This design comes from an exercise in tuning for small area, a short achievable clock period and few clock cycles per item on the open sky130 flow, not from production work.
Where RTL was checked, it was by simulation tests only, not by an equivalence proof against the original.
No driver is modelled on the clock port, so clock power and skew are understated where the tree is cut down; a real chip needs a root buffer or a tree.
Power and IR drop assume default switching activity.

==> run B <==
==> flow/design.v <==
`timescale 1ns / 1ps
module medfilter2
(
  CLK,
  RSTn,
  Start_sig,
  Done_sig,
  Data_out,
  Rom_addr,
  Rom_data
);
  input CLK;
  input RSTn;
  input Start_sig;
  output Done_sig;
  output [7:0] Data_out;
  output [17:0] Rom_addr;
  input [7:0] Rom_data;
  reg       run;       
  reg [1:0] ph;        
  reg       z;         
  reg       first;     
  reg [8:0] rowA;
  reg [8:0] colA;
  reg       zq;        
  reg       done;
  wire start = Start_sig & ~run;
  reg       eor;       
  wire [8:0] row_inc2 = {rowA[8:1] + 8'd1, rowA[0]};
  wire [8:0] row_dec1 = rowA - 9'd1;
  always @(posedge CLK or negedge RSTn)
    if (!RSTn) begin
      run  <= 1'b0;
      done <= 1'b0;
    end else begin
      if (start)
        run <= 1'b1;
      done <= run & ~start & ph[0] & ~first & ~(~z & colA == 9'd3);
    end
  always @(posedge CLK)
    if (start) begin
      ph    <= 2'd0;
      z     <= 1'b1;
      first <= 1'b1;
      rowA  <= 9'd511;
      colA  <= 9'd0;
      zq    <= 1'b1;
      eor   <= 1'b0;
    end else begin
      ph  <= {ph[0], ~ph[1] & ~ph[0]};
      eor <= ~z & (colA == 9'd511);
      if (ph[1]) begin
        z    <= eor;
        if (!eor)
          rowA <= row_dec1;
        if (!z)
          colA <= colA + 9'd1;
      end else if (ph[0])
        rowA <= row_dec1;
      else
        rowA <= row_inc2;
      zq   <= z | (ph == 2'd0 && rowA == 9'd511) | (ph[0] && rowA == 9'd0);
      if (ph[0] && !z && colA == 9'd2)
        first <= 1'b0;
    end
  assign Rom_addr = {rowA, colA};
  assign Done_sig = done;
  wire g0 = (ph == 2'd0);
  wire g1 = (ph == 2'd1);
  wire g2 = (ph == 2'd2);
  reg [7:0] s0, s1, s2, s3, s4, s5, s6, s7, s8, s9, s10;
  reg [7:0] r0n, r1n, r2n, r3n;    
  reg [7:0] dout;
  wire cA = gt8(s1, s0);
  wire cB = gt8(s2, s0);
  wire hold1 = (g0 | g1) & cA;
  reg q_bc, q_ac, x1, x2, x3;
  wire gab = x3;
  wire gac = q_ac;
  wire gbc = q_bc;
  wire oa = g0 ? (gab & gac)   : g1 ? (gab ^ gac)    : (~gab & ~gac);
  wire ob = g0 ? (~gab & gbc)  : g1 ? ~(gab ^ gbc)   : (gab & ~gbc);
  wire oc = g0 ? (~gac & ~gbc) : g1 ? (gac ^ gbc)    : (gac & gbc);
  wire [7:0] op3n = ~(({8{oa}} & s10) | ({8{ob}} & s7) | ({8{oc}} & s4));
  reg f1, f1d, f2;
  wire fab = f1d;
  wire fac = f2;
  wire fbc = f1;
  wire [7:0] fmed = ~(({8{fab ^ fac}} & r3n) | ({8{~(fab ^ fbc)}} & r2n) | ({8{fac ^ fbc}} & r1n));
  function gt8;
    input [7:0] a, b;
    reg [7:0] g, p;
    reg [3:0] g2, p2;
    reg [1:0] g4, p4;
    integer i;
    begin
      g = a & ~b;
      p = a | ~b;
      for (i = 0; i < 4; i = i + 1) begin
        g2[i] = g[2*i+1] | p[2*i+1] & g[2*i];
        p2[i] = p[2*i+1] & p[2*i];
      end
      for (i = 0; i < 2; i = i + 1) begin
        g4[i] = g2[2*i+1] | p2[2*i+1] & g2[2*i];
        p4[i] = p2[2*i+1] & p2[2*i];
      end
      gt8 = g4[1] | p4[1] & g4[0];
    end
  endfunction
  always @(posedge CLK) begin
    s0  <= Rom_data & {8{~zq}};
    s1  <= hold1 ? s1 : s0;
    s2  <= g2 ? s1 :
           g0 ? (cA ? s0 : s1) :
           (cB ? s2 : (cA ? s0 : s1));
    s3  <= (g1 & cB) ? s0 : s2;
    s4  <= s3;
    s5  <= s4;
    s6  <= s5;
    s7  <= s6;
    s8  <= s7;
    s9  <= s8;
    s10 <= s9;
    q_bc <= gt8(s6, s3);
    q_ac <= gt8(s9, s3);
    x1  <= q_bc;
    x2  <= x1;
    x3  <= x2;
    r0n <= op3n;
    r1n <= r0n;
    r2n <= r1n;
    r3n <= r2n;
    f1  <= gt8(r0n, r1n);
    f2  <= gt8(r0n, r2n);
    f1d <= f1;
    dout <= fmed;
  end
  assign Data_out = dout;
endmodule
==> flow/flow/run.sh <==
#!/bin/bash
# The standard layout (standard.sh) with three changes:
# - the port buffers that placement inserts are the library's smallest
#   buffer instead of a delay cell; timing repair resizes them where needed;
# - clock tree synthesis does not add dummy loads to the clock nets;
# - after clock tree synthesis, flow/clocktree.tcl replaces its tree with a
#   two-level one: a root buffer on the clock port driving six leaf buffers,
#   each driving the flip-flops of one region of the core. Later steps
#   (routing, timing repair) run as in the standard flow.
export BUFFER_PORTS_ARGS="-buffer_cell sky130_fd_sc_hd__buf_1"
export CTS_ARGS="-sink_clustering_enable -repair_clock_nets -buf_list sky130_fd_sc_hd__clkbuf_8 -dont_use_dummy_load"
export POST_CTS_TCL="$PWD/flow/clocktree.tcl"
export MCTS_LEAVES=6
export MCTS_LEAF=sky130_fd_sc_hd__clkbuf_16
bash standard.sh > standard.log 2>&1
==> flow/flow/clocktree.tcl <==
# Replace the clock tree that clock_tree_synthesis built by a two-level
# tree: one root buffer fed by the clock port, driving NLEAF leaf buffers,
# each driving the clock pins of the flip-flops in one region of the core
# (regions split at the median x, then each half at its median y).
set block [ord::get_db_block]
set nleaf [expr {[info exists ::env(MCTS_LEAVES)] ? $::env(MCTS_LEAVES) : 4}]
set leaf_master [[ord::get_db] findMaster [expr {[info exists ::env(MCTS_LEAF)] ? $::env(MCTS_LEAF) : "sky130_fd_sc_hd__clkbuf_16"}]]
set root_master [[ord::get_db] findMaster sky130_fd_sc_hd__clkbuf_8]
set clk_net [$block findNet CLK]

# the clock nets: CLK and every net driven by a clock tree buffer
set ::mcts_tree {}
set ::mcts_sinks {}
proc walk {net} {
  foreach it [$net getITerms] {
    if {[$it isOutputSignal]} { continue }
    set inst [$it getInst]
    set mname [[$inst getMaster] getName]
    if {[string match "sky130_fd_sc_hd__clkbuf_*" $mname] || [string match "sky130_fd_sc_hd__clkinv*" $mname]} {
      lappend ::mcts_tree $inst
      foreach o [$inst getITerms] {
        if {[$o isOutputSignal] && [$o getNet] ne "NULL"} { walk [$o getNet] }
      }
    } else {
      lappend ::mcts_sinks $it
    }
  }
}
walk $clk_net
set tree_insts $::mcts_tree
set sinks $::mcts_sinks
puts "clocktree: [llength $sinks] sinks, removing [llength $tree_insts] tree cells"

foreach inst $tree_insts {
  foreach it [$inst getITerms] {
    set n [$it getNet]
    if {$n ne "NULL" && [$it isOutputSignal]} {
      foreach s [$n getITerms] { $s disconnect }
      odb::dbNet_destroy $n
    }
  }
}
foreach inst $tree_insts { odb::dbInst_destroy $inst }
foreach s $sinks { if {[$s getNet] ne "NULL"} { $s disconnect } }

proc center {it} {
  set b [[$it getInst] getBBox]
  return [list [expr {([$b xMin] + [$b xMax]) / 2}] [expr {([$b yMin] + [$b yMax]) / 2}]]
}
proc split_groups {items n axis} {
  if {$n <= 1} { return [list $items] }
  set keyed {}
  foreach it $items { lappend keyed [list [lindex [center $it] $axis] $it] }
  set sorted [lsort -integer -index 0 $keyed]
  set half [expr {[llength $sorted] * ($n / 2) / $n}]
  set a {}; set b {}
  set i 0
  foreach k $sorted { if {$i < $half} { lappend a [lindex $k 1] } else { lappend b [lindex $k 1] }; incr i }
  set na [expr {$n / 2}]
  return [concat [split_groups $a $na [expr {1 - $axis}]] [split_groups $b [expr {$n - $na}] [expr {1 - $axis}]]]
}
set groups [split_groups $sinks $nleaf 0]

set root [odb::dbInst_create $block $root_master clkroot]
set rnet [odb::dbNet_create $block clknet_root]
$rnet setSigType CLOCK
[$root findITerm A] connect $clk_net
[$root findITerm X] connect $rnet
set sx 0; set sy 0
set k 0
foreach g $groups {
  set x 0; set y 0
  foreach it $g { set c [center $it]; incr x [lindex $c 0]; incr y [lindex $c 1] }
  set x [expr {$x / [llength $g]}]; set y [expr {$y / [llength $g]}]
  set leaf [odb::dbInst_create $block $leaf_master clkleaf_$k]
  set lnet [odb::dbNet_create $block clknet_leaf_$k]
  $lnet setSigType CLOCK
  [$leaf findITerm A] connect $rnet
  [$leaf findITerm X] connect $lnet
  foreach it $g { $it connect $lnet }
  $leaf setLocation $x $y
  $leaf setPlacementStatus PLACED
  incr sx $x; incr sy $y
  puts "clocktree: leaf $k drives [llength $g] sinks at ($x, $y)"
  incr k
}
$root setLocation [expr {$sx / $k}] [expr {$sy / $k}]
$root setPlacementStatus PLACED
$clk_net setSigType CLOCK
detailed_placement
check_placement -verbose
==> flow/standard.sh <==
#!/bin/bash
# synth_recipe.tcl (not shown) runs the flow's synth.tcl, then flattens the netlist and writes it again
# the make line also repeats each setting of config.mk as NAME=value (left out here)
make -C /OpenROAD-flow-scripts/flow DESIGN_CONFIG=/design/flow/config.mk WORK_HOME=/design/flow/orfs CLKGATE_MAP_FILE= SYNTH_SCRIPT=/design/flow/synth_recipe.tcl "${@:-finish}"
==> flow/config.mk <==
export PLATFORM = sky130hd
export DESIGN_NAME = medfilter2
export DESIGN_NICKNAME = medfilter2
export VERILOG_FILES = /design/flow/design.v
export SDC_FILE = /design/flow/constraint.sdc
export NUM_CORES = 4
export LEC_CHECK = 0
export CAP_MARGIN = 20
export CORE_MARGIN = 2
export CORE_UTILIZATION = 40
export CTS_BUF_LIST = sky130_fd_sc_hd__clkbuf_8
export SETUP_SLACK_MARGIN = 3.4
export SLEW_MARGIN = 20
==> flow/constraint.sdc <==
create_clock -name core_clock -period 5.5 [get_ports {CLK}]
set_input_delay 1.1000 -clock core_clock [delete_from_list [all_inputs] [get_ports {CLK}]]
set_output_delay 1.1000 -clock core_clock [all_outputs]
set_load 0.01 [all_outputs]
==> run F (differences from run B) <==
--- a/flow/design.v
+++ b/flow/design.v
@@ -17,5 +17,7 @@
   output [17:0] Rom_addr;
   input [7:0] Rom_data;
-  reg       run;       
+  reg       st1;       
+  reg       start_d;
+  reg       run;
   reg [1:0] ph;        
   reg       z;         
@@ -25,6 +27,14 @@
   reg       zq;        
   reg       done;
-  wire start = Start_sig & ~run;
-  reg       eor;       
+  wire start = st1 & ~start_d;
+  always @(posedge CLK or negedge RSTn)
+    if (!RSTn) begin
+      st1     <= 1'b0;
+      start_d <= 1'b0;
+    end else begin
+      st1     <= Start_sig;
+      start_d <= st1;
+    end
+  wire      eor = ~z & (&colA);    
   wire [8:0] row_inc2 = {rowA[8:1] + 8'd1, rowA[0]};
   wire [8:0] row_dec1 = rowA - 9'd1;
@@ -46,8 +56,6 @@
       colA  <= 9'd0;
       zq    <= 1'b1;
-      eor   <= 1'b0;
     end else begin
       ph  <= {ph[0], ~ph[1] & ~ph[0]};
-      eor <= ~z & (colA == 9'd511);
       if (ph[1]) begin
         z    <= eor;
--- a/flow/flow/clocktree.tcl
+++ b/flow/flow/clocktree.tcl
@@ -10,7 +10,8 @@
 
 # the clock nets: CLK and every net driven by a clock tree buffer
-set ::mcts_tree {}
-set ::mcts_sinks {}
+set tree_insts {}
+set sinks {}
 proc walk {net} {
+  global tree_insts sinks
   foreach it [$net getITerms] {
     if {[$it isOutputSignal]} { continue }
@@ -18,16 +19,14 @@
     set mname [[$inst getMaster] getName]
     if {[string match "sky130_fd_sc_hd__clkbuf_*" $mname] || [string match "sky130_fd_sc_hd__clkinv*" $mname]} {
-      lappend ::mcts_tree $inst
+      lappend tree_insts $inst
       foreach o [$inst getITerms] {
         if {[$o isOutputSignal] && [$o getNet] ne "NULL"} { walk [$o getNet] }
       }
     } else {
-      lappend ::mcts_sinks $it
+      lappend sinks $it
     }
   }
 }
 walk $clk_net
-set tree_insts $::mcts_tree
-set sinks $::mcts_sinks
 puts "clocktree: [llength $sinks] sinks, removing [llength $tree_insts] tree cells"
 
--- a/flow/config.mk
+++ b/flow/config.mk
@@ -10,4 +10,4 @@
 export CORE_UTILIZATION = 40
 export CTS_BUF_LIST = sky130_fd_sc_hd__clkbuf_8
-export SETUP_SLACK_MARGIN = 3.4
+export SETUP_SLACK_MARGIN = 3.3
 export SLEW_MARGIN = 20
==> run R (differences from run B) <==
--- a/flow/design.v
+++ b/flow/design.v
@@ -17,5 +17,7 @@
   output [17:0] Rom_addr;
   input [7:0] Rom_data;
-  reg       run;       
+  reg       st1;       
+  reg       start_d;
+  reg       run;
   reg [1:0] ph;        
   reg       z;         
@@ -25,5 +27,13 @@
   reg       zq;        
   reg       done;
-  wire start = Start_sig & ~run;
+  wire start = st1 & ~start_d;
+  always @(posedge CLK or negedge RSTn)
+    if (!RSTn) begin
+      st1     <= 1'b0;
+      start_d <= 1'b0;
+    end else begin
+      st1     <= Start_sig;
+      start_d <= st1;
+    end
   reg       eor;       
   wire [8:0] row_inc2 = {rowA[8:1] + 8'd1, rowA[0]};
--- a/flow/config.mk
+++ b/flow/config.mk
@@ -10,4 +10,4 @@
 export CORE_UTILIZATION = 40
 export CTS_BUF_LIST = sky130_fd_sc_hd__clkbuf_8
-export SETUP_SLACK_MARGIN = 3.4
+export SETUP_SLACK_MARGIN = 3.35
 export SLEW_MARGIN = 20
==> qor summary <==
|  | run B | run R | run F |
|---|---|---|---|
| Height of the die | 123 µm | 124 µm | 123 µm |
| XOR/XNOR Fraction of Synth Area | 1.85% | 2.13% | 1.69% |
| First-pass detailed-route iteration total | 5 | 5 | - |
| Area of the placeable core | 13900 µm² | 14000 µm² | - |
| Final Hold Violating Endpoints | 0 | 0 | - |
| Internal power component | 2.67 mW | 2.52 mW | - |
| Overflow after GRT | 0 | 0 | - |
| Hold Path Class | flip-flop to flip-flop | flip-flop to flip-flop | - |
| GRT Overall Usage | 12.7% | 13.0% | - |
| Worst clock skew | 8.91 ps | 5.56 ps | - |
| Total stage count of the critical path | 1 | 1 | - |
| Share of cell area taken by muxes after synthesis | 3.75% | 4.18% | 3.74% |
| Routed via count | 3627 | 3623 | - |
| Outcome | timing/DRC/antenna clean | timing/DRC/antenna clean | aborted with a tool error |
| Last stage reached | - | - | 4_1_cts |
| Post-Synthesis Net Count | 537 | 535 | 539 |
| Destination of the worst register-to-register timing path | s2[2]$_DFFE_PP_ | s2[1]$_DFFE_PP_ | - |
| Proportion of cell area occupied by registers | 55.2% | 55.8% | - |
| Clk slew on worst S/H paths | 100 ps | 100 ps | - |
| Category of the worst setup path capture point | output pin | output pin | - |
Testbench counts of run F, summed over its fixed seeds: cycles 2,363,946, items 786,432.
Testbench counts of run R, summed over its fixed seeds: cycles 2,363,946, items 786,432.
Function not checked in run B: the RTL went through the layout flow alone. The clock cells of run B and run R come from the design's own scripts or RTL, not from TritonCTS.

[afterwards: timing with drivers on the ports]
In the flow no input, the clock included, has a driving cell. The finished layouts below were timed again as built, in two steps.
Step 1 (the two cells are an assumption about what drives the block):
set clk [get_ports {CLK}]
set_driving_cell -lib_cell sky130_fd_sc_hd__clkbuf_16 $clk
set_driving_cell -lib_cell sky130_fd_sc_hd__buf_2 [delete_from_list [all_inputs] $clk]
Step 2 adds t to the input delays and takes it off the output delays; t is the mean of the earliest and latest rising clock arrival at the registers after step 1. Input paths then give back, and output paths get back, about the clock's delay inside the block.
Slacks: ideal ports / drivers / drivers and shift; pairs: ideal ports / drivers.
run | t, ns | setup WS [ns] | worst hold slack (ns) | worst slew at a driven data input, ns | cell pins on the clock port's net
run B | 0.422 | 3.448 / 3.415 / 3.313 | 0.333 / 0.333 / 0.333 | 0.03 | 1
run R | 0.430 | 3.414 / 3.379 / 3.485 | 0.333 / 0.333 / 0.333 | 0.03 | 1
After both steps setup and hold are still met in every run listed. The setup slack of run B, which loses most, moves by -0.033 ns with the drivers and by -0.135 ns with both steps.
